Context: an optimization exercise on an open-source flow, tuned for small area. The choices shown serve that exercise and are no tape-out recipe.
Function was checked by simulation only, so behaviour that the tests miss may differ from the original.
No activity file was given, so power comes from the tool's default toggle rates.

<file path="design.v">
module inc_cond_mppt (
    input wire clk,
    input wire reset,
    input wire start,
    input wire [15:0] voltage_in,
    input wire [15:0] current_in,
    output wire [15:0] duty_cycle,
    output reg mpp_found,
    output wire [15:0] power_out
);
    reg [7:0] duty_hi;    
    reg       duty_mid;   
    reg       duty_lo;    
    assign duty_cycle = {2'b00, duty_hi, {5{duty_mid}}, duty_lo};
    reg calc, upd;
    reg [15:0] v_prev, i_prev;
    always @(posedge clk) begin
        v_prev <= voltage_in;
        i_prev <= current_in;
    end
    wire [15:0] i_same = ~(current_in ^ i_prev);
    wire [15:0] v_same = ~(voltage_in ^ v_prev);
    wire i_eq = &i_same;
    wire [16:0] ic, vc;
    assign ic[0] = 1'b1;
    assign vc[0] = 1'b1;
    genvar q;
    generate for (q = 0; q < 16; q = q + 1) begin : g_cmp
        if (q % 2 == 0) begin : g_even
            assign ic[q+1] = ~(i_same[q] ? ic[q] : current_in[q]);
            assign vc[q+1] = ~(v_same[q] ? vc[q] : voltage_in[q]);
        end else begin : g_odd
            assign ic[q+1] = ~(i_same[q] ? ic[q] : i_prev[q]);
            assign vc[q+1] = ~(v_same[q] ? vc[q] : v_prev[q]);
        end
    end endgenerate
    wire i_ge = ic[16];
    wire v_ge = vc[16];
    wire up = ~(i_ge ^ v_ge);
    wire step = calc & ~i_eq;
    wire [7:0] m = ~(duty_hi ^ {8{up}});
    wire [8:0] t;
    assign t[0] = 1'b1;
    genvar k;
    generate for (k = 0; k < 8; k = k + 1) begin : g_t
        assign t[k+1] = t[k] & m[k];
    end endgenerate
    wire sat = t[8];                        
    wire lo_zero = (duty_hi == 8'd1) & ~duty_lo;  
    wire set_l = sat | (~up & lo_zero);
    always @(posedge clk or posedge reset) begin
        if (reset) begin
            calc <= 1'b0;
            upd <= 1'b0;
            duty_hi <= 8'h80;
            duty_mid <= 1'b0;
            duty_lo <= 1'b0;
            mpp_found <= 1'b0;
        end else begin
            calc <= ~calc & ~upd & start;
            upd <= calc;
            if (calc)
                mpp_found <= i_eq;
            if (step & ~sat)
                duty_hi <= duty_hi ^ t[7:0];
            if (step & set_l) begin
                duty_mid <= up;
                duty_lo <= 1'b1;
            end
        end
    end
    mul24 u_mul (.a(voltage_in), .b(current_in), .p(power_out));
endmodule
module mfa(input a, input b, input c, output s, output co);
  assign {co, s} = a + b + c;
endmodule
module a3add(input [15:0] a, output [17:0] y);
  wire [16:1] tg, tp;
  assign y[0] = a[0];
  assign tg[1] = a[1] & a[0];
  assign tp[1] = a[1] ^ a[0];
  assign tg[2] = a[2] & a[1];
  assign tp[2] = a[2] ^ a[1];
  assign tg[3] = a[3] & a[2];
  assign tp[3] = a[3] ^ a[2];
  assign tg[4] = a[4] & a[3];
  assign tp[4] = a[4] ^ a[3];
  assign tg[5] = a[5] & a[4];
  assign tp[5] = a[5] ^ a[4];
  assign tg[6] = a[6] & a[5];
  assign tp[6] = a[6] ^ a[5];
  assign tg[7] = a[7] & a[6];
  assign tp[7] = a[7] ^ a[6];
  assign tg[8] = a[8] & a[7];
  assign tp[8] = a[8] ^ a[7];
  assign tg[9] = a[9] & a[8];
  assign tp[9] = a[9] ^ a[8];
  assign tg[10] = a[10] & a[9];
  assign tp[10] = a[10] ^ a[9];
  assign tg[11] = a[11] & a[10];
  assign tp[11] = a[11] ^ a[10];
  assign tg[12] = a[12] & a[11];
  assign tp[12] = a[12] ^ a[11];
  assign tg[13] = a[13] & a[12];
  assign tp[13] = a[13] ^ a[12];
  assign tg[14] = a[14] & a[13];
  assign tp[14] = a[14] ^ a[13];
  assign tg[15] = a[15] & a[14];
  assign tp[15] = a[15] ^ a[14];
  assign tg[16] = 1'b0 & a[15];
  assign tp[16] = 1'b0 ^ a[15];
  wire tg_1 = tg[2] | (tp[2] & tg[1]);
  wire tp_1 = tp[2] & tp[1];
  wire tg_2 = tg[4] | (tp[4] & tg[3]);
  wire tp_2 = tp[4] & tp[3];
  wire tg_3 = tg[6] | (tp[6] & tg[5]);
  wire tp_3 = tp[6] & tp[5];
  wire tg_4 = tg[8] | (tp[8] & tg[7]);
  wire tp_4 = tp[8] & tp[7];
  wire tg_5 = tg[10] | (tp[10] & tg[9]);
  wire tp_5 = tp[10] & tp[9];
  wire tg_6 = tg[12] | (tp[12] & tg[11]);
  wire tp_6 = tp[12] & tp[11];
  wire tg_7 = tg[14] | (tp[14] & tg[13]);
  wire tp_7 = tp[14] & tp[13];
  wire tg_8 = tg[16] | (tp[16] & tg[15]);
  wire tp_8 = tp[16] & tp[15];
  wire tg_9 = tg[3] | (tp[3] & tg_1);
  wire tp_9 = tp[3] & tp_1;
  wire tg_10 = tg_2 | (tp_2 & tg_1);
  wire tp_10 = tp_2 & tp_1;
  wire tg_11 = tg[7] | (tp[7] & tg_3);
  wire tp_11 = tp[7] & tp_3;
  wire tg_12 = tg_4 | (tp_4 & tg_3);
  wire tp_12 = tp_4 & tp_3;
  wire tg_13 = tg[11] | (tp[11] & tg_5);
  wire tp_13 = tp[11] & tp_5;
  wire tg_14 = tg_6 | (tp_6 & tg_5);
  wire tp_14 = tp_6 & tp_5;
  wire tg_15 = tg[15] | (tp[15] & tg_7);
  wire tp_15 = tp[15] & tp_7;
  wire tg_16 = tg_8 | (tp_8 & tg_7);
  wire tp_16 = tp_8 & tp_7;
  wire tg_17 = tg[5] | (tp[5] & tg_10);
  wire tp_17 = tp[5] & tp_10;
  wire tg_18 = tg_3 | (tp_3 & tg_10);
  wire tp_18 = tp_3 & tp_10;
  wire tg_19 = tg_11 | (tp_11 & tg_10);
  wire tp_19 = tp_11 & tp_10;
  wire tg_20 = tg_12 | (tp_12 & tg_10);
  wire tp_20 = tp_12 & tp_10;
  wire tg_21 = tg[13] | (tp[13] & tg_14);
  wire tp_21 = tp[13] & tp_14;
  wire tg_22 = tg_7 | (tp_7 & tg_14);
  wire tp_22 = tp_7 & tp_14;
  wire tg_23 = tg_15 | (tp_15 & tg_14);
  wire tp_23 = tp_15 & tp_14;
  wire tg_24 = tg_16 | (tp_16 & tg_14);
  wire tp_24 = tp_16 & tp_14;
  wire tg_25 = tg[9] | (tp[9] & tg_20);
  wire tp_25 = tp[9] & tp_20;
  wire tg_26 = tg_5 | (tp_5 & tg_20);
  wire tp_26 = tp_5 & tp_20;
  wire tg_27 = tg_13 | (tp_13 & tg_20);
  wire tp_27 = tp_13 & tp_20;
  wire tg_28 = tg_14 | (tp_14 & tg_20);
  wire tp_28 = tp_14 & tp_20;
  wire tg_29 = tg_21 | (tp_21 & tg_20);
  wire tp_29 = tp_21 & tp_20;
  wire tg_30 = tg_22 | (tp_22 & tg_20);
  wire tp_30 = tp_22 & tp_20;
  wire tg_31 = tg_23 | (tp_23 & tg_20);
  wire tp_31 = tp_23 & tp_20;
  wire tg_32 = tg_24 | (tp_24 & tg_20);
  wire tp_32 = tp_24 & tp_20;
  assign y[1] = tp[1] ^ 1'b0;
  assign y[2] = tp[2] ^ tg[1];
  assign y[3] = tp[3] ^ tg_1;
  assign y[4] = tp[4] ^ tg_9;
  assign y[5] = tp[5] ^ tg_10;
  assign y[6] = tp[6] ^ tg_17;
  assign y[7] = tp[7] ^ tg_18;
  assign y[8] = tp[8] ^ tg_19;
  assign y[9] = tp[9] ^ tg_20;
  assign y[10] = tp[10] ^ tg_25;
  assign y[11] = tp[11] ^ tg_26;
  assign y[12] = tp[12] ^ tg_27;
  assign y[13] = tp[13] ^ tg_28;
  assign y[14] = tp[14] ^ tg_29;
  assign y[15] = tp[15] ^ tg_30;
  assign y[16] = tp[16] ^ tg_31;
  assign y[17] = tg_32;
endmodule
module mha(input a, input b, output s, output co);
  assign {co, s} = a + b;
endmodule
module mul24(input [15:0] a, input [15:0] b, output [15:0] p);
  wire [17:0] a3;
  a3add u_a3 (.a(a), .y(a3));
  wire [7:0] sl1, sl2, sl3;
  genvar gk;
  generate for (gk = 0; gk < 8; gk = gk + 1) begin : g_dec
    assign sl1[gk] = b[2*gk] & ~b[2*gk+1];
    assign sl2[gk] = ~b[2*gk] & b[2*gk+1];
    assign sl3[gk] = b[2*gk] & b[2*gk+1];
  end endgenerate
  wire bp0_0 = ~((sl1[0] & a[0]) | (sl3[0] & a3[0]));
  wire bp0_1 = ~((sl1[0] & a[1]) | (sl2[0] & a[0]) | (sl3[0] & a3[1]));
  wire bp0_2 = ~((sl1[0] & a[2]) | (sl2[0] & a[1]) | (sl3[0] & a3[2]));
  wire bp0_3 = ~((sl1[0] & a[3]) | (sl2[0] & a[2]) | (sl3[0] & a3[3]));
  wire bp0_4 = ~((sl1[0] & a[4]) | (sl2[0] & a[3]) | (sl3[0] & a3[4]));
  wire bp0_5 = ~((sl1[0] & a[5]) | (sl2[0] & a[4]) | (sl3[0] & a3[5]));
  wire bp0_6 = ~((sl1[0] & a[6]) | (sl2[0] & a[5]) | (sl3[0] & a3[6]));
  wire bp0_7 = ~((sl1[0] & a[7]) | (sl2[0] & a[6]) | (sl3[0] & a3[7]));
  wire bp0_8 = ~((sl1[0] & a[8]) | (sl2[0] & a[7]) | (sl3[0] & a3[8]));
  wire bp0_9 = ~((sl1[0] & a[9]) | (sl2[0] & a[8]) | (sl3[0] & a3[9]));
  wire bp0_10 = ~((sl1[0] & a[10]) | (sl2[0] & a[9]) | (sl3[0] & a3[10]));
  wire bp0_11 = ~((sl1[0] & a[11]) | (sl2[0] & a[10]) | (sl3[0] & a3[11]));
  wire bp0_12 = ~((sl1[0] & a[12]) | (sl2[0] & a[11]) | (sl3[0] & a3[12]));
  wire bp0_13 = ~((sl1[0] & a[13]) | (sl2[0] & a[12]) | (sl3[0] & a3[13]));
  wire bp0_14 = ~((sl1[0] & a[14]) | (sl2[0] & a[13]) | (sl3[0] & a3[14]));
  wire bp0_15 = ~((sl1[0] & a[15]) | (sl2[0] & a[14]) | (sl3[0] & a3[15]));
  wire bp0_16 = ~((sl2[0] & a[15]) | (sl3[0] & a3[16]));
  wire bp0_17 = ~((sl3[0] & a3[17]));
  wire bp1_0 = ~((sl1[1] & a[0]) | (sl3[1] & a3[0]));
  wire bp1_1 = ~((sl1[1] & a[1]) | (sl2[1] & a[0]) | (sl3[1] & a3[1]));
  wire bp1_2 = ~((sl1[1] & a[2]) | (sl2[1] & a[1]) | (sl3[1] & a3[2]));
  wire bp1_3 = ~((sl1[1] & a[3]) | (sl2[1] & a[2]) | (sl3[1] & a3[3]));
  wire bp1_4 = ~((sl1[1] & a[4]) | (sl2[1] & a[3]) | (sl3[1] & a3[4]));
  wire bp1_5 = ~((sl1[1] & a[5]) | (sl2[1] & a[4]) | (sl3[1] & a3[5]));
  wire bp1_6 = ~((sl1[1] & a[6]) | (sl2[1] & a[5]) | (sl3[1] & a3[6]));
  wire bp1_7 = ~((sl1[1] & a[7]) | (sl2[1] & a[6]) | (sl3[1] & a3[7]));
  wire bp1_8 = ~((sl1[1] & a[8]) | (sl2[1] & a[7]) | (sl3[1] & a3[8]));
  wire bp1_9 = ~((sl1[1] & a[9]) | (sl2[1] & a[8]) | (sl3[1] & a3[9]));
  wire bp1_10 = ~((sl1[1] & a[10]) | (sl2[1] & a[9]) | (sl3[1] & a3[10]));
  wire bp1_11 = ~((sl1[1] & a[11]) | (sl2[1] & a[10]) | (sl3[1] & a3[11]));
  wire bp1_12 = ~((sl1[1] & a[12]) | (sl2[1] & a[11]) | (sl3[1] & a3[12]));
  wire bp1_13 = ~((sl1[1] & a[13]) | (sl2[1] & a[12]) | (sl3[1] & a3[13]));
  wire bp1_14 = ~((sl1[1] & a[14]) | (sl2[1] & a[13]) | (sl3[1] & a3[14]));
  wire bp1_15 = ~((sl1[1] & a[15]) | (sl2[1] & a[14]) | (sl3[1] & a3[15]));
  wire bp1_16 = ~((sl2[1] & a[15]) | (sl3[1] & a3[16]));
  wire bp1_17 = ~((sl3[1] & a3[17]));
  wire bp2_0 = ~((sl1[2] & a[0]) | (sl3[2] & a3[0]));
  wire bp2_1 = ~((sl1[2] & a[1]) | (sl2[2] & a[0]) | (sl3[2] & a3[1]));
  wire bp2_2 = ~((sl1[2] & a[2]) | (sl2[2] & a[1]) | (sl3[2] & a3[2]));
  wire bp2_3 = ~((sl1[2] & a[3]) | (sl2[2] & a[2]) | (sl3[2] & a3[3]));
  wire bp2_4 = ~((sl1[2] & a[4]) | (sl2[2] & a[3]) | (sl3[2] & a3[4]));
  wire bp2_5 = ~((sl1[2] & a[5]) | (sl2[2] & a[4]) | (sl3[2] & a3[5]));
  wire bp2_6 = ~((sl1[2] & a[6]) | (sl2[2] & a[5]) | (sl3[2] & a3[6]));
  wire bp2_7 = ~((sl1[2] & a[7]) | (sl2[2] & a[6]) | (sl3[2] & a3[7]));
  wire bp2_8 = ~((sl1[2] & a[8]) | (sl2[2] & a[7]) | (sl3[2] & a3[8]));
  wire bp2_9 = ~((sl1[2] & a[9]) | (sl2[2] & a[8]) | (sl3[2] & a3[9]));
  wire bp2_10 = ~((sl1[2] & a[10]) | (sl2[2] & a[9]) | (sl3[2] & a3[10]));
  wire bp2_11 = ~((sl1[2] & a[11]) | (sl2[2] & a[10]) | (sl3[2] & a3[11]));
  wire bp2_12 = ~((sl1[2] & a[12]) | (sl2[2] & a[11]) | (sl3[2] & a3[12]));
  wire bp2_13 = ~((sl1[2] & a[13]) | (sl2[2] & a[12]) | (sl3[2] & a3[13]));
  wire bp2_14 = ~((sl1[2] & a[14]) | (sl2[2] & a[13]) | (sl3[2] & a3[14]));
  wire bp2_15 = ~((sl1[2] & a[15]) | (sl2[2] & a[14]) | (sl3[2] & a3[15]));
  wire bp2_16 = ~((sl2[2] & a[15]) | (sl3[2] & a3[16]));
  wire bp2_17 = ~((sl3[2] & a3[17]));
  wire bp3_0 = ~((sl1[3] & a[0]) | (sl3[3] & a3[0]));
  wire bp3_1 = ~((sl1[3] & a[1]) | (sl2[3] & a[0]) | (sl3[3] & a3[1]));
  wire bp3_2 = ~((sl1[3] & a[2]) | (sl2[3] & a[1]) | (sl3[3] & a3[2]));
  wire bp3_3 = ~((sl1[3] & a[3]) | (sl2[3] & a[2]) | (sl3[3] & a3[3]));
  wire bp3_4 = ~((sl1[3] & a[4]) | (sl2[3] & a[3]) | (sl3[3] & a3[4]));
  wire bp3_5 = ~((sl1[3] & a[5]) | (sl2[3] & a[4]) | (sl3[3] & a3[5]));
  wire bp3_6 = ~((sl1[3] & a[6]) | (sl2[3] & a[5]) | (sl3[3] & a3[6]));
  wire bp3_7 = ~((sl1[3] & a[7]) | (sl2[3] & a[6]) | (sl3[3] & a3[7]));
  wire bp3_8 = ~((sl1[3] & a[8]) | (sl2[3] & a[7]) | (sl3[3] & a3[8]));
  wire bp3_9 = ~((sl1[3] & a[9]) | (sl2[3] & a[8]) | (sl3[3] & a3[9]));
  wire bp3_10 = ~((sl1[3] & a[10]) | (sl2[3] & a[9]) | (sl3[3] & a3[10]));
  wire bp3_11 = ~((sl1[3] & a[11]) | (sl2[3] & a[10]) | (sl3[3] & a3[11]));
  wire bp3_12 = ~((sl1[3] & a[12]) | (sl2[3] & a[11]) | (sl3[3] & a3[12]));
  wire bp3_13 = ~((sl1[3] & a[13]) | (sl2[3] & a[12]) | (sl3[3] & a3[13]));
  wire bp3_14 = ~((sl1[3] & a[14]) | (sl2[3] & a[13]) | (sl3[3] & a3[14]));
  wire bp3_15 = ~((sl1[3] & a[15]) | (sl2[3] & a[14]) | (sl3[3] & a3[15]));
  wire bp3_16 = ~((sl2[3] & a[15]) | (sl3[3] & a3[16]));
  wire bp3_17 = ~((sl3[3] & a3[17]));
  wire bp4_0 = ~((sl1[4] & a[0]) | (sl3[4] & a3[0]));
  wire bp4_1 = ~((sl1[4] & a[1]) | (sl2[4] & a[0]) | (sl3[4] & a3[1]));
  wire bp4_2 = ~((sl1[4] & a[2]) | (sl2[4] & a[1]) | (sl3[4] & a3[2]));
  wire bp4_3 = ~((sl1[4] & a[3]) | (sl2[4] & a[2]) | (sl3[4] & a3[3]));
  wire bp4_4 = ~((sl1[4] & a[4]) | (sl2[4] & a[3]) | (sl3[4] & a3[4]));
  wire bp4_5 = ~((sl1[4] & a[5]) | (sl2[4] & a[4]) | (sl3[4] & a3[5]));
  wire bp4_6 = ~((sl1[4] & a[6]) | (sl2[4] & a[5]) | (sl3[4] & a3[6]));
  wire bp4_7 = ~((sl1[4] & a[7]) | (sl2[4] & a[6]) | (sl3[4] & a3[7]));
  wire bp4_8 = ~((sl1[4] & a[8]) | (sl2[4] & a[7]) | (sl3[4] & a3[8]));
  wire bp4_9 = ~((sl1[4] & a[9]) | (sl2[4] & a[8]) | (sl3[4] & a3[9]));
  wire bp4_10 = ~((sl1[4] & a[10]) | (sl2[4] & a[9]) | (sl3[4] & a3[10]));
  wire bp4_11 = ~((sl1[4] & a[11]) | (sl2[4] & a[10]) | (sl3[4] & a3[11]));
  wire bp4_12 = ~((sl1[4] & a[12]) | (sl2[4] & a[11]) | (sl3[4] & a3[12]));
  wire bp4_13 = ~((sl1[4] & a[13]) | (sl2[4] & a[12]) | (sl3[4] & a3[13]));
  wire bp4_14 = ~((sl1[4] & a[14]) | (sl2[4] & a[13]) | (sl3[4] & a3[14]));
  wire bp4_15 = ~((sl1[4] & a[15]) | (sl2[4] & a[14]) | (sl3[4] & a3[15]));
  wire bp5_0 = ~((sl1[5] & a[0]) | (sl3[5] & a3[0]));
  wire bp5_1 = ~((sl1[5] & a[1]) | (sl2[5] & a[0]) | (sl3[5] & a3[1]));
  wire bp5_2 = ~((sl1[5] & a[2]) | (sl2[5] & a[1]) | (sl3[5] & a3[2]));
  wire bp5_3 = ~((sl1[5] & a[3]) | (sl2[5] & a[2]) | (sl3[5] & a3[3]));
  wire bp5_4 = ~((sl1[5] & a[4]) | (sl2[5] & a[3]) | (sl3[5] & a3[4]));
  wire bp5_5 = ~((sl1[5] & a[5]) | (sl2[5] & a[4]) | (sl3[5] & a3[5]));
  wire bp5_6 = ~((sl1[5] & a[6]) | (sl2[5] & a[5]) | (sl3[5] & a3[6]));
  wire bp5_7 = ~((sl1[5] & a[7]) | (sl2[5] & a[6]) | (sl3[5] & a3[7]));
  wire bp5_8 = ~((sl1[5] & a[8]) | (sl2[5] & a[7]) | (sl3[5] & a3[8]));
  wire bp5_9 = ~((sl1[5] & a[9]) | (sl2[5] & a[8]) | (sl3[5] & a3[9]));
  wire bp5_10 = ~((sl1[5] & a[10]) | (sl2[5] & a[9]) | (sl3[5] & a3[10]));
  wire bp5_11 = ~((sl1[5] & a[11]) | (sl2[5] & a[10]) | (sl3[5] & a3[11]));
  wire bp5_12 = ~((sl1[5] & a[12]) | (sl2[5] & a[11]) | (sl3[5] & a3[12]));
  wire bp5_13 = ~((sl1[5] & a[13]) | (sl2[5] & a[12]) | (sl3[5] & a3[13]));
  wire bp6_0 = ~((sl1[6] & a[0]) | (sl3[6] & a3[0]));
  wire bp6_1 = ~((sl1[6] & a[1]) | (sl2[6] & a[0]) | (sl3[6] & a3[1]));
  wire bp6_2 = ~((sl1[6] & a[2]) | (sl2[6] & a[1]) | (sl3[6] & a3[2]));
  wire bp6_3 = ~((sl1[6] & a[3]) | (sl2[6] & a[2]) | (sl3[6] & a3[3]));
  wire bp6_4 = ~((sl1[6] & a[4]) | (sl2[6] & a[3]) | (sl3[6] & a3[4]));
  wire bp6_5 = ~((sl1[6] & a[5]) | (sl2[6] & a[4]) | (sl3[6] & a3[5]));
  wire bp6_6 = ~((sl1[6] & a[6]) | (sl2[6] & a[5]) | (sl3[6] & a3[6]));
  wire bp6_7 = ~((sl1[6] & a[7]) | (sl2[6] & a[6]) | (sl3[6] & a3[7]));
  wire bp6_8 = ~((sl1[6] & a[8]) | (sl2[6] & a[7]) | (sl3[6] & a3[8]));
  wire bp6_9 = ~((sl1[6] & a[9]) | (sl2[6] & a[8]) | (sl3[6] & a3[9]));
  wire bp6_10 = ~((sl1[6] & a[10]) | (sl2[6] & a[9]) | (sl3[6] & a3[10]));
  wire bp6_11 = ~((sl1[6] & a[11]) | (sl2[6] & a[10]) | (sl3[6] & a3[11]));
  wire bp7_0 = ~((sl1[7] & a[0]) | (sl3[7] & a3[0]));
  wire bp7_1 = ~((sl1[7] & a[1]) | (sl2[7] & a[0]) | (sl3[7] & a3[1]));
  wire bp7_2 = ~((sl1[7] & a[2]) | (sl2[7] & a[1]) | (sl3[7] & a3[2]));
  wire bp7_3 = ~((sl1[7] & a[3]) | (sl2[7] & a[2]) | (sl3[7] & a3[3]));
  wire bp7_4 = ~((sl1[7] & a[4]) | (sl2[7] & a[3]) | (sl3[7] & a3[4]));
  wire bp7_5 = ~((sl1[7] & a[5]) | (sl2[7] & a[4]) | (sl3[7] & a3[5]));
  wire bp7_6 = ~((sl1[7] & a[6]) | (sl2[7] & a[5]) | (sl3[7] & a3[6]));
  wire bp7_7 = ~((sl1[7] & a[7]) | (sl2[7] & a[6]) | (sl3[7] & a3[7]));
  wire bp7_8 = ~((sl1[7] & a[8]) | (sl2[7] & a[7]) | (sl3[7] & a3[8]));
  wire bp7_9 = ~((sl1[7] & a[9]) | (sl2[7] & a[8]) | (sl3[7] & a3[9]));
  wire s1, c2;
  mfa f2 (.a(bp2_0), .b(bp1_2), .c(bp0_4), .s(s1), .co(c2));
  wire s3, c4;
  mfa f4 (.a(bp2_1), .b(bp1_3), .c(bp0_5), .s(s3), .co(c4));
  wire s5, c6;
  mfa f6 (.a(bp3_0), .b(bp2_2), .c(bp1_4), .s(s5), .co(c6));
  wire s7, c8;
  mfa f8 (.a(bp0_6), .b(c4), .c(s5), .s(s7), .co(c8));
  wire s9, c10;
  mfa f10 (.a(bp3_1), .b(bp2_3), .c(bp1_5), .s(s9), .co(c10));
  wire s11, c12;
  mfa f12 (.a(bp0_7), .b(c6), .c(s9), .s(s11), .co(c12));
  wire s13, c14;
  mfa f14 (.a(bp4_0), .b(bp3_2), .c(bp2_4), .s(s13), .co(c14));
  wire s15, c16;
  mfa f16 (.a(bp1_6), .b(bp0_8), .c(c10), .s(s15), .co(c16));
  wire s17, c18;
  mfa f18 (.a(s13), .b(c12), .c(s15), .s(s17), .co(c18));
  wire s19, c20;
  mfa f20 (.a(bp4_1), .b(bp3_3), .c(bp2_5), .s(s19), .co(c20));
  wire s21, c22;
  mfa f22 (.a(bp1_7), .b(bp0_9), .c(c14), .s(s21), .co(c22));
  wire s23, c24;
  mfa f24 (.a(s19), .b(c16), .c(s21), .s(s23), .co(c24));
  wire s25, c26;
  mfa f26 (.a(bp5_0), .b(bp4_2), .c(bp3_4), .s(s25), .co(c26));
  wire s27, c28;
  mfa f28 (.a(bp2_6), .b(bp1_8), .c(bp0_10), .s(s27), .co(c28));
  wire s29, c30;
  mfa f30 (.a(c20), .b(s25), .c(s27), .s(s29), .co(c30));
  wire s31, c32;
  mfa f32 (.a(c22), .b(s29), .c(c24), .s(s31), .co(c32));
  wire s33, c34;
  mfa f34 (.a(bp5_1), .b(bp4_3), .c(bp3_5), .s(s33), .co(c34));
  wire s35, c36;
  mfa f36 (.a(bp2_7), .b(bp1_9), .c(bp0_11), .s(s35), .co(c36));
  wire s37, c38;
  mfa f38 (.a(c26), .b(s33), .c(c28), .s(s37), .co(c38));
  wire s39, c40;
  mfa f40 (.a(s35), .b(c30), .c(s37), .s(s39), .co(c40));
  wire s41, c42;
  mfa f42 (.a(bp6_0), .b(bp5_2), .c(bp4_4), .s(s41), .co(c42));
  wire s43, c44;
  mfa f44 (.a(bp3_6), .b(bp2_8), .c(bp1_10), .s(s43), .co(c44));
  wire s45, c46;
  mfa f46 (.a(bp0_12), .b(c34), .c(s41), .s(s45), .co(c46));
  wire s47, c48;
  mfa f48 (.a(c36), .b(s43), .c(s45), .s(s47), .co(c48));
  wire s49, c50;
  mfa f50 (.a(c38), .b(s47), .c(c40), .s(s49), .co(c50));
  wire s51, c52;
  mfa f52 (.a(bp6_1), .b(bp5_3), .c(bp4_5), .s(s51), .co(c52));
  wire s53, c54;
  mfa f54 (.a(bp3_7), .b(bp2_9), .c(bp1_11), .s(s53), .co(c54));
  wire s55, c56;
  mfa f56 (.a(bp0_13), .b(c42), .c(s51), .s(s55), .co(c56));
  wire s57, c58;
  mfa f58 (.a(c44), .b(s53), .c(c46), .s(s57), .co(c58));
  wire s59, c60;
  mfa f60 (.a(s55), .b(s57), .c(c48), .s(s59), .co(c60));
  wire s61, c62;
  mfa f62 (.a(bp7_0), .b(bp6_2), .c(bp5_4), .s(s61), .co(c62));
  wire s63, c64;
  mfa f64 (.a(bp4_6), .b(bp3_8), .c(bp2_10), .s(s63), .co(c64));
  wire s65, c66;
  mfa f66 (.a(bp1_12), .b(bp0_14), .c(c52), .s(s65), .co(c66));
  wire s67, c68;
  mfa f68 (.a(s61), .b(c54), .c(s63), .s(s67), .co(c68));
  wire s69, c70;
  mfa f70 (.a(c56), .b(s65), .c(s67), .s(s69), .co(c70));
  wire s71, c72;
  mfa f72 (.a(c58), .b(s69), .c(c60), .s(s71), .co(c72));
  wire s73, c74;
  mfa f74 (.a(bp7_1), .b(bp6_3), .c(bp5_5), .s(s73), .co(c74));
  wire s75, c76;
  mfa f76 (.a(bp4_7), .b(bp3_9), .c(bp2_11), .s(s75), .co(c76));
  wire s77, c78;
  mfa f78 (.a(bp1_13), .b(bp0_15), .c(c62), .s(s77), .co(c78));
  wire s79, c80;
  mfa f80 (.a(s73), .b(c64), .c(s75), .s(s79), .co(c80));
  wire s81, c82;
  mfa f82 (.a(c66), .b(s77), .c(c68), .s(s81), .co(c82));
  wire s83, c84;
  mfa f84 (.a(s79), .b(c70), .c(s81), .s(s83), .co(c84));
  wire s85, c86;
  mfa f86 (.a(bp7_2), .b(bp6_4), .c(bp5_6), .s(s85), .co(c86));
  wire s87, c88;
  mfa f88 (.a(bp4_8), .b(bp3_10), .c(bp2_12), .s(s87), .co(c88));
  wire s89, c90;
  mfa f90 (.a(bp1_14), .b(bp0_16), .c(c74), .s(s89), .co(c90));
  wire s91, c92;
  mfa f92 (.a(s85), .b(c76), .c(s87), .s(s91), .co(c92));
  wire s93, c94;
  mfa f94 (.a(c78), .b(s89), .c(c80), .s(s93), .co(c94));
  wire s95, c96;
  mfa f96 (.a(s91), .b(c82), .c(s93), .s(s95), .co(c96));
  wire s97, c98;
  mfa f98 (.a(bp7_3), .b(bp6_5), .c(bp5_7), .s(s97), .co(c98));
  wire s99, c100;
  mfa f100 (.a(bp4_9), .b(bp3_11), .c(bp2_13), .s(s99), .co(c100));
  wire s101, c102;
  mfa f102 (.a(bp1_15), .b(bp0_17), .c(c86), .s(s101), .co(c102));
  wire s103, c104;
  mfa f104 (.a(s97), .b(c88), .c(s99), .s(s103), .co(c104));
  wire s105, c106;
  mfa f106 (.a(c90), .b(s101), .c(c92), .s(s105), .co(c106));
  wire s107, c108;
  mfa f108 (.a(s103), .b(c94), .c(s105), .s(s107), .co(c108));
  wire s109, c110;
  mfa f110 (.a(bp7_4), .b(bp6_6), .c(bp5_8), .s(s109), .co(c110));
  wire s111, c112;
  mfa f112 (.a(bp4_10), .b(bp3_12), .c(bp2_14), .s(s111), .co(c112));
  wire s113, c114;
  mfa f114 (.a(bp1_16), .b(c98), .c(s109), .s(s113), .co(c114));
  wire s115, c116;
  mfa f116 (.a(c100), .b(s111), .c(c102), .s(s115), .co(c116));
  wire s117, c118;
  mfa f118 (.a(s113), .b(c104), .c(s115), .s(s117), .co(c118));
  wire s119, c120;
  mfa f120 (.a(c106), .b(s117), .c(c108), .s(s119), .co(c120));
  wire s121, c122;
  mfa f122 (.a(bp7_5), .b(bp6_7), .c(bp5_9), .s(s121), .co(c122));
  wire s123, c124;
  mfa f124 (.a(bp4_11), .b(bp3_13), .c(bp2_15), .s(s123), .co(c124));
  wire s125, c126;
  mfa f126 (.a(bp1_17), .b(c110), .c(s121), .s(s125), .co(c126));
  wire s127, c128;
  mfa f128 (.a(c112), .b(s123), .c(c114), .s(s127), .co(c128));
  wire s129, c130;
  mfa f130 (.a(s125), .b(c116), .c(s127), .s(s129), .co(c130));
  wire s131, c132;
  assign s131 = ~(c118 ^ s129);
  assign c132 = c118 | s129;
  wire s133, c134;
  mfa f134 (.a(bp7_6), .b(bp6_8), .c(bp5_10), .s(s133), .co(c134));
  wire s135, c136;
  mfa f136 (.a(bp4_12), .b(bp3_14), .c(bp2_16), .s(s135), .co(c136));
  wire s137, c138;
  mfa f138 (.a(c122), .b(s133), .c(c124), .s(s137), .co(c138));
  wire s139, c140;
  mfa f140 (.a(s135), .b(c126), .c(s137), .s(s139), .co(c140));
  wire s141, c142;
  mfa f142 (.a(c128), .b(s139), .c(c130), .s(s141), .co(c142));
  wire s143, c144;
  mfa f144 (.a(bp7_7), .b(bp6_9), .c(bp5_11), .s(s143), .co(c144));
  wire s145, c146;
  mfa f146 (.a(bp4_13), .b(bp3_15), .c(bp2_17), .s(s145), .co(c146));
  wire s147, c148;
  mfa f148 (.a(c134), .b(s143), .c(c136), .s(s147), .co(c148));
  wire s149, c150;
  mfa f150 (.a(s145), .b(c138), .c(s147), .s(s149), .co(c150));
  wire s151, c152;
  mfa f152 (.a(c140), .b(s149), .c(c142), .s(s151), .co(c152));
  wire s153, c154;
  mfa f154 (.a(bp7_8), .b(bp6_10), .c(bp5_12), .s(s153), .co(c154));
  wire s155, c156;
  mfa f156 (.a(bp4_14), .b(bp3_16), .c(c144), .s(s155), .co(c156));
  wire s157, c158;
  mfa f158 (.a(s153), .b(c146), .c(s155), .s(s157), .co(c158));
  wire s159, c160;
  mfa f160 (.a(c148), .b(s157), .c(c150), .s(s159), .co(c160));
  wire x161 = (bp3_17 ^ bp4_15 ^ bp5_13 ^ bp6_11 ^ bp7_9 ^ c154 ^ c156 ^ c158 ^ c160);
  wire [23:0] rx = {x161, s159, s151, c132, s131, s119, c96, c84, s83, s71, s59, s49, s39, s31, c18, s17, c8, s7, c2, s1, bp1_1, bp1_0, bp0_1, bp0_0};
  wire [23:0] ry = {1'b1, c152, 1'b1, s141, c120, 1'b1, s107, s95, c72, 1'b1, c50, 1'b1, c32, 1'b1, s23, 1'b1, s11, 1'b1, s3, 1'b1, bp0_3, bp0_2, 1'b1, 1'b1};
  wire [23:0] g0 = rx & ry;
  wire [23:0] p0 = rx ^ ry;
  wire pg162 = g0[0] | (p0[0] & 1'b1);
  wire pg164 = g0[2] | (p0[2] & g0[1]);
  wire pp165 = p0[2] & p0[1];
  wire pg166 = g0[4] | (p0[4] & g0[3]);
  wire pp167 = p0[4] & p0[3];
  wire pg168 = g0[6] | (p0[6] & g0[5]);
  wire pp169 = p0[6] & p0[5];
  wire pg170 = g0[8] | (p0[8] & g0[7]);
  wire pp171 = p0[8] & p0[7];
  wire pg172 = g0[10] | (p0[10] & g0[9]);
  wire pp173 = p0[10] & p0[9];
  wire pg174 = g0[12] | (p0[12] & g0[11]);
  wire pp175 = p0[12] & p0[11];
  wire pg176 = g0[14] | (p0[14] & g0[13]);
  wire pp177 = p0[14] & p0[13];
  wire pg178 = g0[16] | (p0[16] & g0[15]);
  wire pp179 = p0[16] & p0[15];
  wire pg180 = g0[18] | (p0[18] & g0[17]);
  wire pp181 = p0[18] & p0[17];
  wire pg182 = g0[20] | (p0[20] & g0[19]);
  wire pp183 = p0[20] & p0[19];
  wire pg184 = g0[22] | (p0[22] & g0[21]);
  wire pp185 = p0[22] & p0[21];
  wire pg186 = g0[1] | (p0[1] & pg162);
  wire pg188 = pg164 | (pp165 & pg162);
  wire pg190 = g0[5] | (p0[5] & pg166);
  wire pp191 = p0[5] & pp167;
  wire pg192 = pg168 | (pp169 & pg166);
  wire pp193 = pp169 & pp167;
  wire pg194 = g0[9] | (p0[9] & pg170);
  wire pp195 = p0[9] & pp171;
  wire pg196 = pg172 | (pp173 & pg170);
  wire pp197 = pp173 & pp171;
  wire pg198 = g0[13] | (p0[13] & pg174);
  wire pp199 = p0[13] & pp175;
  wire pg200 = pg176 | (pp177 & pg174);
  wire pp201 = pp177 & pp175;
  wire pg202 = g0[17] | (p0[17] & pg178);
  wire pp203 = p0[17] & pp179;
  wire pg204 = pg180 | (pp181 & pg178);
  wire pp205 = pp181 & pp179;
  wire pg206 = g0[21] | (p0[21] & pg182);
  wire pp207 = p0[21] & pp183;
  wire pg208 = pg184 | (pp185 & pg182);
  wire pp209 = pp185 & pp183;
  wire pg210 = g0[3] | (p0[3] & pg188);
  wire pg212 = pg166 | (pp167 & pg188);
  wire pg214 = pg190 | (pp191 & pg188);
  wire pg216 = pg192 | (pp193 & pg188);
  wire pg218 = g0[11] | (p0[11] & pg196);
  wire pp219 = p0[11] & pp197;
  wire pg220 = pg174 | (pp175 & pg196);
  wire pp221 = pp175 & pp197;
  wire pg222 = pg198 | (pp199 & pg196);
  wire pp223 = pp199 & pp197;
  wire pg224 = pg200 | (pp201 & pg196);
  wire pp225 = pp201 & pp197;
  wire pg226 = g0[19] | (p0[19] & pg204);
  wire pp227 = p0[19] & pp205;
  wire pg228 = pg182 | (pp183 & pg204);
  wire pp229 = pp183 & pp205;
  wire pg230 = pg206 | (pp207 & pg204);
  wire pp231 = pp207 & pp205;
  wire pg232 = pg208 | (pp209 & pg204);
  wire pp233 = pp209 & pp205;
  wire pg234 = g0[7] | (p0[7] & pg216);
  wire pg236 = pg170 | (pp171 & pg216);
  wire pg238 = pg194 | (pp195 & pg216);
  wire pg240 = pg196 | (pp197 & pg216);
  wire pg242 = pg218 | (pp219 & pg216);
  wire pg244 = pg220 | (pp221 & pg216);
  wire pg246 = pg222 | (pp223 & pg216);
  wire pg248 = pg224 | (pp225 & pg216);
  wire pg250 = g0[23] | (p0[23] & pg232);
  wire pp251 = p0[23] & pp233;
  wire pg252 = g0[15] | (p0[15] & pg248);
  wire pg254 = pg178 | (pp179 & pg248);
  wire pg256 = pg202 | (pp203 & pg248);
  wire pg258 = pg204 | (pp205 & pg248);
  wire pg260 = pg226 | (pp227 & pg248);
  wire pg262 = pg228 | (pp229 & pg248);
  wire pg264 = pg230 | (pp231 & pg248);
  wire pg266 = pg232 | (pp233 & pg248);
  wire pg268 = pg250 | (pp251 & pg248);
  wire [15:0] hc = {pg266, pg264, pg262, pg260, pg258, pg256, pg254, pg252, pg248, pg246, pg244, pg242, pg240, pg238, pg236, pg234};
  assign p = ~(p0[23:8] ^ hc);
endmodule
</file>
<file path="flow/run.sh">
#!/bin/bash
# Layout flow: the standard ORFS flow, except that
#  - the adder cells mfa/mha of the RTL are mapped straight onto the
#    sky130 full/half adder cells (map.py), and Yosys's own full-adder
#    extraction is off (the design's adders are already explicit),
#  - ABC uses an area-oriented mapping script (abc.script), except for the
#    3a adder of the multiplier (module a3add), which is kept apart until
#    after mapping and mapped for delay (abc_a3.script),
#  - port buffers use the smallest buffer cell.
# Each tool's output goes to a log in this folder (make.log, orfs/logs/).
set -euo pipefail
W=$(pwd)
F=$W/flow
python3 $F/map.py $W/design.v $W/design_mapped.v
sed "s#^\(\s*\)log_cmd abc {\*}\$abc_args#\1log_cmd abc {*}[lreplace \$abc_args 1 1 $F/abc.script] $FLOW_TOP\n\1log_cmd abc {*}[lreplace \$abc_args 1 1 $F/abc_a3.script] a3add#" \
  $FLOW_HOME/scripts/synth.tcl > $W/flow_synth.tcl
grep -q "abc_a3.script" $W/flow_synth.tcl
sed "s#source \$::env(SCRIPTS_DIR)/synth.tcl#source $W/flow_synth.tcl#" $W/synth_recipe.tcl > $W/flow_synth_recipe.tcl
grep -q "flow_synth.tcl" $W/flow_synth_recipe.tcl
sed "s#^export VERILOG_FILES = .*#export VERILOG_FILES = $W/design_mapped.v#" $W/config.mk > $W/flow_config.mk
source $F/settings.sh
make -C $FLOW_HOME DESIGN_CONFIG=$W/flow_config.mk WORK_HOME=$W/orfs CLKGATE_MAP_FILE= \
  SYNTH_SCRIPT=$W/flow_synth_recipe.tcl ADDER_MAP_FILE= SYNTH_KEEP_MODULES=a3add \
  "${MAKE_ARGS[@]}" finish > $W/make.log 2>&1
: # left out here: write the final layout as DEF
</file>
<file path="flow/abc.script">
strash
dch -f
map -a
topo
stime -c
</file>
<file path="flow/abc_a3.script">
strash
dch
map -D 1200
topo
stime -c
</file>
<file path="flow/map.py">
#!/usr/bin/env python3
# Replace the bodies of the adder modules mfa/mha with sky130 cells.
import re, sys
src = open(sys.argv[1]).read()
cells = {
    'mfa': "  sky130_fd_sc_hd__fa_1 u (.A(a), .B(b), .CIN(c), .SUM(s), .COUT(co));\n",
    'mha': "  sky130_fd_sc_hd__ha_1 u (.A(a), .B(b), .SUM(s), .COUT(co));\n",
}
def rep(m):
    name, ports = m.group(1), m.group(2)
    if name in cells:
        return f"module {name}({ports});\n{cells[name]}endmodule"
    return m.group(0)
out = re.sub(r"module\s+(\w+)\s*\(([^;]*?)\);(.*?)endmodule", rep, src, flags=re.S)
open(sys.argv[2], 'w').write(out)
</file>
<file path="flow/place_pre.tcl">
# Buffer every input and output port (as the standard flow does), with a
# buffer cell sized for each side: inputs drive many loads, outputs one pin.
buffer_ports -inputs -buffer_cell sky130_fd_sc_hd__buf_1
buffer_ports -outputs -buffer_cell sky130_fd_sc_hd__buf_1
</file>
<file path="flow/settings.sh">
MAKE_ARGS=(CAP_MARGIN=20 CORE_MARGIN=2 CORE_UTILIZATION=40 SLEW_MARGIN=20
DONT_BUFFER_PORTS=1 PRE_GLOBAL_PLACE_TCL=$F/place_pre.tcl
"MIN_BUF_CELL_AND_PORTS=sky130_fd_sc_hd__buf_1 A X"
"GPL_TIMING_DRIVEN=0"
"CTS_BUF_LIST=sky130_fd_sc_hd__clkbuf_8"
"SYNTH_INSBUF=0"
"SETUP_SLACK_MARGIN=-0.15"
)
</file>
<file path="standard.sh">
#!/bin/bash
# synth_recipe.tcl (not shown) runs the flow's synth.tcl, then flattens the netlist and writes it again
# the make line also repeats each setting of config.mk as NAME=value (left out here)
make -C /OpenROAD-flow-scripts/flow DESIGN_CONFIG=/design/flow/config.mk WORK_HOME=/design/flow/orfs CLKGATE_MAP_FILE= SYNTH_SCRIPT=/design/flow/synth_recipe.tcl "${@:-finish}"
</file>
<file path="config.mk">
export PLATFORM = sky130hd
export DESIGN_NAME = inc_cond_mppt
export DESIGN_NICKNAME = inc_cond_mppt
export VERILOG_FILES = /design/flow/design.v
export SDC_FILE = /design/flow/constraint.sdc
export NUM_CORES = 4
export LEC_CHECK = 0
export CAP_MARGIN = 20
export CORE_MARGIN = 2
export CORE_UTILIZATION = 40
export SLEW_MARGIN = 20
</file>
<file path="constraint.sdc">
create_clock -name core_clock -period 10.0 [get_ports {clk}]
set_input_delay 2.0000 -clock core_clock [delete_from_list [all_inputs] [get_ports {clk}]]
set_output_delay 2.0000 -clock core_clock [all_outputs]
set_load 0.01 [all_outputs]
</file>
==> summary.md, run 1 <==
| Metric | Value |
|---|---|
| GPL Wtd Cong | `0.8916` |
| First-pass DRT Iterations | `5` |
| Max cap viols | `0` |
| Hold path depth | `1` |
| Clk buf depth | `2` |
| Worst stage delay on the critical path | `between 0.4 and 0.5 ns` |
| Mean Syn Cell Area | `~7.9 um2` |
| Core area | `between 0.01 and 0.015 mm2` |
| Horiz. Die Dim | `~130 um` |
| Final worst path period share | `97.08%` |
| Endpoints failing setup | `0` |
| Simple-gate share of the synthesized area | `around a fifth` |
| Layout Cells excl Fill | `1029` |
| Pin count of the biggest net entering global routing | `26` |
| Post-DRT Antenna Nets | `0` |
| All-Layer GR Usage | `a little under a quarter` |
| I/O pin cnt | `68` |
| Drt first-iter violations | `between 600 and 700` |
| Outcome | `finished clean` |
| Cell mode on critical path | `nor2_1` |
| Hold Vio Cnt, Final | `0` |
| Via Count | `just over 6000` |
| Worst EP required | `8.00 ns` |
| LEAKAGE | `2.410 nW` |
| Post-Synthesis Cells | `767` |
| Clk pwr share | `roughly 5.4%` |
| Worst hold endpoint | `calc` |
| Slew headroom | `between 30% and 40%` |
| Int Power | `0.9881 mW` |
| Die Footprint | `0.01613 mm2` |
| WL per Instance | `18.47 um` |
| Power Density | `between 300 and 400 mW/mm2` |
| Multiplexer share of the synthesized area | `0%` |
| Mapped Area | `about 0.0061 mm2` |
| Tightest Pin Transition | `between 0.9 and 1 ns` |
| Grt total ovfl | `0` |
| Post-route DRC | `0` |
| Switching power share of the total | `about 54%` |
| CTS sink cnt | `between 40 and 50` |
| Xor/xnor cell area share of the yosys netlist | `6.948%` |
| IO Port Bufs | `65` |
| Hold path start | `upd` |
| Fill cell count | `around 1500` |
| Post-Synth Adder-Cell Area | `about a quarter` |
| Total negative slack | `0 ns` |
| Sequential share of the synthesized area | `15.98%` |
| Reg2reg setup slack | `~5.8 ns` |
| Ys Warns | `1` |
| Crit end category | `primary output` |
| Row count | `44` |
| Root Buffer | `clkbuf_8` |
| # diodes | `0` |
| Clk Latency, worst-skew pair | `between 0.3 and 0.4 ns` |
| Reg-to-Reg Start | `v_prev[0]` |
| Dpl cells | `about 1000` |
| Sequential fraction of design power | `a little over a tenth` |
| Initial antenna violation count | `0` |
| Crit-path max FO | `19` |
| Yosys reg bits | `45` |
| R2R cell count | `25` |
| Largest family of logic cells by synthesized area | `adder cells` |
| Global-route wire length before repair | `between 30 and 40 mm` |
| Clock slew seen by the registers of the worst setup and hold paths | `around 0.090 ns` |
| H-tree depth | `2` |
| Share of cells above drive strength 1 | `under 10%` |
| Commonest non-fill, non-tap cell in the layout | `nor2_1` |
| Compound-gate portion of the synthesized area | `about a quarter` |
| Total wire length | `about 19 mm` |
| R2R Path End | `duty_hi[3]` |
| Area of the multi-input gates | `slightly below 0.005 mm2` |
| CTS Buf Count | `5` |
| Hold Path Class | `reg -> reg` |
| Slowest-stage cell, CP | `fa_1` |
| Tmin final | `just under 10 ns` |
| Synth unique cells | `35` |
| WP data arrival | `between 7 and 8 ns` |
| Clock skew | `around 0.014 ns` |
| Reg area | `about 970 um2` |
| Final count of pins violating max slew | `0` |
| Vias in the first global route | `about 5700` |
| CTS tree | `built` |
| P_sw | `1.141 mW` |
| Initial core utilization | `between 40% and 50%` |
| Comb power frac | `between 80% and 90%` |
| CP Launch Type | `input port` |
| Die Y | `127.0 um` |
| Most frequent cells in the layout | `nor2_1 (164), a221oi_1 (93), clkinv_1 (90)` |
| Via density | `5.988` |
| Crit Path Class | `in -> out` |
| P&R area growth vs syn | `13.63%` |
| Final Net Count | `approximately 960` |
| VDD IR max | `0.5311 mV` |
| DP HPWL | `around 14 mm` |
| FMAX | `between 100 and 150 MHz` |
-- critical path, delay by kind of cell --
kind	cells	cell delay, ns
fa+ha+maj	4	1.78
buf+inv	6	0.90
compound gates	6	1.01
simple gates	14	1.68
xor+xnor	2	0.32
-- flip-flops by register name (all words and copies together), names as in the netlist --
name	count
i_prev	16
v_prev	16
duty_hi	8
calc	1
duty_lo	1
duty_mid	1
mpp_found	1
upd	1
-- final cells by class --
class                   instances  area share, %
clock buffers                   5          1.001
clock inverters                 3         0.2912
inverters                     102          6.151
multi-input cells             621          70.17
flip-flops and latches         45          14.07
well taps                     184          3.349
repair buffers                 69          4.968
-- cell usage after synthesis --
library cell / count / area (um2)
a21bo_2: 1 / 10.01
o21ai_0: 20 / 100.1
a211oi_1: 2 / 15.01
fa_1: 79 / 1582
a311oi_1: 1 / 8.760
nand3_1: 6 / 30.03
o221ai_1: 3 / 26.28
a31oi_1: 3 / 18.77
clkinv_1: 102 / 382.9
conb_1: 1 / 3.750
o21bai_1: 4 / 30.03
dfrtp_1: 12 / 300.3
a41oi_1: 1 / 8.760
a21o_2: 1 / 8.760
and3_2: 1 / 7.510
nor3_1: 8 / 40.04
nor2_1: 177 / 664.4
nor4_1: 5 / 31.28
o32a_2: 1 / 11.26
dfstp_2: 1 / 26.28
nand2_1: 75 / 281.5
xor2_1: 27 / 236.5
o31ai_1: 1 / 7.510
dfxtp_1: 32 / 640.6
a22oi_1: 26 / 195.2
o41ai_1: 1 / 8.760
a221oi_1: 96 / 840.8
o211ai_1: 2 / 15.01
o21a_1: 1 / 7.510
and2_2: 5 / 37.54
or2_2: 5 / 31.28
xnor2_1: 21 / 183.9
nand4_1: 2 / 12.51
a21oi_1: 23 / 115.1
o22ai_1: 21 / 131.4
-- per-module statistics from Yosys (local to each module, per instance) --
module         cell area [um2]  flops+latches  times used
inc_cond_mppt             5508             45           1
a3add                    543.0              0           1
-- power by group through the flow --
stage | Clock [mW] | Sequential [mW] | Combinational [mW]
2_1_floorplan | 0 | 0.247 | 1.22
3_3_place_gp | 0 | 0.237 | 1.66
3_5_place_dp | 0 | 0.238 | 1.67
4_1_cts | 0.118 | 0.235 | 1.69
5_1_grt | 0.126 | 0.239 | 2.02
6_report | 0.115 | 0.235 | 1.78
-- per-stage QoR --
stage               hold slack (ns)  total power, mW  area [um2]  utilization (%)  setup slack (ns)
global route                 0.4152            2.382        6875            46.95           -0.1909
global placement             0.3805            1.899        6529            44.58            -1.105
finish                       0.3948            2.129        6875            46.95            0.2923
detailed placement           0.3839            1.911        6544            44.69            -1.107
CTS                          0.3956            2.045        6715            45.86           -0.1372
floorplan                    0.3766            1.471        6055                -            0.6901
-- cell families after synthesis --
family          count (synthesis)
compound gates                208
xor+xnor                       48
fa+ha+maj                      79
buf+inv                       102
flops                          45
other cells                     1
simple gates                  284
-- metal layers --
metal  track usage [%]  part of all wire (%)  up-vias
met2             37.54                    46      285
met1             33.48                    44     2957
met3             4.271                   7.6       33
met5                 0                     0        -
li1                  -                     -     2887
met4             6.852                   1.9        0
-- worst max path at each step --
stage / slack (ns) / end / from / cells past startpoint
floorplan: 0.69 / power_out[14] / voltage_in[2] / 32
global placement: -1.11 / power_out[14] / voltage_in[2] / 34
detailed placement: -1.11 / power_out[14] / voltage_in[2] / 34
CTS: -0.14 / power_out[15] / current_in[2] / 32
global route: -0.19 / power_out[15] / voltage_in[7] / 32
finish: 0.29 / power_out[15] / voltage_in[1] / 32
-- timing repair --
item / in CTS / in global routing
cloned: 0 / 0
setup buffers: 1 / 1
endpoints found under the setup margin: 6 / 5
resized for setup: 57 / 40
hold buffers: 0 / 0
pin swaps: 0 / 1
==> run 2: changes to the inputs <==
--- a/design.v
+++ b/design.v
@@ -459,8 +459,7 @@
   wire s129, c130;
   mfa f130 (.a(s125), .b(c116), .c(s127), .s(s129), .co(c130));
   wire s131, c132;
-  assign s131 = ~(c118 ^ s129);
-  assign c132 = c118 | s129;
+  mfa f132 (.a(c118), .b(s129), .c(c120), .s(s131), .co(c132));
   wire s133, c134;
   mfa f134 (.a(bp7_6), .b(bp6_8), .c(bp5_10), .s(s133), .co(c134));
   wire s135, c136;
@@ -490,8 +489,8 @@
   wire s159, c160;
   mfa f160 (.a(c148), .b(s157), .c(c150), .s(s159), .co(c160));
   wire x161 = (bp3_17 ^ bp4_15 ^ bp5_13 ^ bp6_11 ^ bp7_9 ^ c154 ^ c156 ^ c158 ^ c160);
-  wire [23:0] rx = {x161, s159, s151, c132, s131, s119, c96, c84, s83, s71, s59, s49, s39, s31, c18, s17, c8, s7, c2, s1, bp1_1, bp1_0, bp0_1, bp0_0};
-  wire [23:0] ry = {1'b1, c152, 1'b1, s141, c120, 1'b1, s107, s95, c72, 1'b1, c50, 1'b1, c32, 1'b1, s23, 1'b1, s11, 1'b1, s3, 1'b1, bp0_3, bp0_2, 1'b1, 1'b1};
+  wire [23:0] rx = {x161, s159, s151, s141, s131, s119, c96, c84, s83, s71, s59, s49, s39, s31, c18, s17, c8, s7, c2, s1, bp1_1, bp1_0, bp0_1, bp0_0};
+  wire [23:0] ry = {1'b1, c152, 1'b1, c132, 1'b1, 1'b1, s107, s95, c72, 1'b1, c50, 1'b1, c32, 1'b1, s23, 1'b1, s11, 1'b1, s3, 1'b1, bp0_3, bp0_2, 1'b1, 1'b1};
   wire [23:0] g0 = rx & ry;
   wire [23:0] p0 = rx ^ ry;
   wire pg162 = g0[0] | (p0[0] & 1'b1);
==> summary.md, run 2 <==
| Metric | Value |
|---|---|
| Crit end category | `primary output` |
| Commonest non-fill, non-tap cell in the layout | `nor2_1` |
| WL per Instance | `a little under 20 um` |
| Final count of pins violating max slew | `0` |
| LEAKAGE | `roughly 2.4 nW` |
| Pin count of the biggest net entering global routing | `26` |
| WP data arrival | `about 7.7 ns` |
| Via Count | `6209` |
| Ys Warns | `1` |
| Clk Latency, worst-skew pair | `0.35 ns` |
| Crit-path max FO | `21` |
| Clock slew seen by the registers of the worst setup and hold paths | `0.10 ns` |
| Global-route wire length before repair | `between 30 and 40 mm` |
| Clk buf depth | `2` |
| GPL Wtd Cong | `0.9612` |
| Final Net Count | `946` |
| Power Density | `322.4 mW/mm2` |
| Drt first-iter violations | `around 670` |
| First-pass DRT Iterations | `5` |
| Initial core utilization | `41.18%` |
| CTS tree | `built` |
| Initial antenna violation count | `0` |
| Mapped Area | `0.006031 mm2` |
| Fraction of registers with async set/reset | `28.89%` |
| Tot Pwr | `2.199 mW` |
| Max cap viols | `0` |
| Die Footprint | `between 0.015 and 0.02 mm2` |
| Slowest-stage cell, CP | `fa_1` |
| Hold Vio Cnt, Final | `0` |
| FMAX | `a little over 100 MHz` |
| EDFF count, synth | `0` |
| Area of the multi-input gates | `0.004811 mm2` |
| Synth top area share | `between 20% and 30%` |
| Hold Path Class | `reg -> reg` |
| Yosys reg bits | `between 40 and 50` |
| IO Port Bufs | `65` |
| Sequential fraction of design power | `10.6%` |
| Hold WS | `~0.42 ns` |
| CP Launch Type | `input port` |
| CTS sink cnt | `45` |
| Tmin final | `9.668 ns` |
| Root Buffer | `clkbuf_8` |
| Placed instance area | `approximately 0.0065 mm2` |
| Share of cells above drive strength 1 | `roughly a tenth` |
| All-Layer GR Usage | `approximately 25%` |
| Commonest cells post-synth | `nor2_1 (170), clkinv_1 (98), a221oi_1 (97)` |
| Post-Synthesis Cells | `about 750` |
| Via density | `6.111` |
| Post-route DRC | `0` |
| Sequential share of the synthesized area | `approximately 16%` |
| Endpoints failing setup | `0` |
| Worst stage delay on the critical path | `between 0.5 and 0.6 ns` |
| # diodes | `0` |
| Fill cell count | `1482` |
| VDD IR max | `0.2019 mV` |
| Mean Syn Cell Area | `~8.0 um2` |
| P_sw | `around 1.2 mW` |
| Top post-synthesis cells by area | `fa_1 (27%), a221oi_1 (14%), dfxtp_1 (11%), nor2_1 (11%), clkinv_1 (6.1%)` |
| Reg area | `about 970 um2` |
| Clock skew | `0.01939 ns` |
| DP HPWL | `14.47 mm` |
| Crit Path Class | `in -> out` |
| Vias in the first global route | `around 6100` |
| Slew headroom | `approximately 22%` |
| Biggest area consumer among synthesized cells | `fa_1` |
| I/O pin cnt | `just under 70` |
| Tightest Pin Transition | `between 1 and 1.5 ns` |
| CTS Buf Count | `5` |
| Worst EP required | `approximately 8 ns` |
| Fin util | `a little under half` |
| Final worst path period share | `a little over nine tenths` |
| Count leader, synth | `nor2_1` |
| Ys flop type | `dfxtp_1` |
| Post-DRT Antenna Nets | `0` |
| Grt total ovfl | `0` |
| Horiz. Die Dim | `126.8 um` |
| Clk pwr share | `under 10%` |
| Most frequent cells in the layout | `nor2_1 (157), a221oi_1 (94), clkinv_1 (86)` |
| Row count | `44` |
| P&R area growth vs syn | `13.09%` |
| Comb power frac | `between 80% and 90%` |
| Outcome | `finished clean` |
| Synth unique cells | `35` |
| Total wire length | `approximately 20 mm` |
| Die Y | `~130 um` |
| Switching power share of the total | `54.48%` |
| Design area | `0.006820 mm2` |
| H-tree depth | `2` |
| Largest regs | `i_prev (16), v_prev (16), duty_hi (8)` |
| Int Power | `between 1 and 1.5 mW` |
| Core area | `around 0.015 mm2` |
## run 2: critical path: cells and delay by family
family | cells | cell delay, ns
adder cells (fa/ha/maj) | 4 | 2.03
AND/OR/NAND/NOR | 13 | 1.57
XOR/XNOR | 2 | 0.27
AO/OA/AOI/OAI | 4 | 0.73
buffers and inverters | 7 | 1.07
## run 2: per-stage QoR
step	setup TNS, ns	worst slack, ns	std cells
detailed placement	-5.487	-1.143	1002
finish	0	0.3321	1016
CTS	-0.1787	-0.1492	1012
floorplan	0	0.9651	753
global placement	-4.295	-1.001	1002
global route	-0.1401	-0.1375	1016
## run 2: path summary, 6_finish.rpt
check,slack (ns),from,depth (start not counted),to
max,0.33,voltage_in[4],30,power_out[14]
min,0.42,upd,1,calc
max reg2reg,5.64,v_prev[0],22,duty_hi[5]
min reg2reg,0.42,upd,1,calc
max in group asynchronous,8.12,reset,2,duty_hi[7]
min in group asynchronous,1.59,reset,2,upd
## run 2: layer usage
metal  part of all wire, %  wire (um)  global-route usage (%)  up-vias
met5                     0          0                       0        -
met4                   2.5        488                   7.628        0
met3                   9.6       1897                   5.272       38
met2                    46       8958                   39.08      357
met1                    42       8321                   33.93     2971
li1                      -          -                       -     2843
## run 2: what timing repair did
item / in CTS / in global routing
pin swaps: 0 / 2
hold buffers: 0 / 0
setup buffers: 2 / 4
setup endpoints to repair: 8 / 5
gates cloned: 0 / 0
gates resized for setup: 34 / 49
## run 2: per-module statistics from Yosys, one instance, submodules excluded
module         cell area, um2  flip-flops and latches
inc_cond_mppt            5488                      45
a3add                   543.0                       0
## run 2: cell families after synthesis
family	Yosys count	synth area share (%)
other	1	0.06218
and+or+nand+nor	267	17.84
xor gates and xnor gates	50	7.261
adders and majority gates	80	26.56
DFF	45	16.04
buffers and inverters	98	6.100
AOI/OAI and AO/OA	211	26.14
## run 2: area by class of cell
cell class              instances  share of cell area, %
repair buffers                 71                  4.972
clock inverters                 3                 0.3669
inverters                      98                  5.559
clock buffers                   5                  1.009
flip-flops and latches         45                  14.18
multi-input cells             610                  70.54
well taps                     184                  3.376
## run 2: power by group through the flow
stage	Combinational, mW	Sequential, mW	Clock (mW)
after global placement	1.72	0.235	0
after global routing	2.07	0.238	0.139
after floorplan	1.24	0.246	0
after detailed placement	1.74	0.237	0
after CTS	1.76	0.233	0.135
final	1.83	0.234	0.130

## separate check: timing with driven ports
The flow's constraints put no driver on any port. The routed layouts listed below were extracted and timed again, unchanged, in two steps. Step 1, drivers: a clkbuf_16 drives clk and a buf_2 each remaining input, both assumed. Step 2 adds t to the input delays and takes it off the output delays; t is the mean of the earliest and latest rising clock arrival at the registers after step 1. Input paths then give back, and output paths get back, about the clock's delay inside the block. Slacks: ideal / step 1 / step 2; pairs: ideal / step 1.
run | t, ns | setup WS [ns] | hold slack, ns
run 1 | 0.331 | 0.292 / 0.264 / 0.264 | 0.395 / 0.395 / 0.395
run 2 | 0.364 | 0.332 / 0.307 / 0.307 | 0.424 / 0.424 / 0.424
After both steps every run listed still meets setup and hold. For run 1, which loses most, drivers alone change the setup slack by -0.028 ns; drivers and shift together by -0.028 ns.
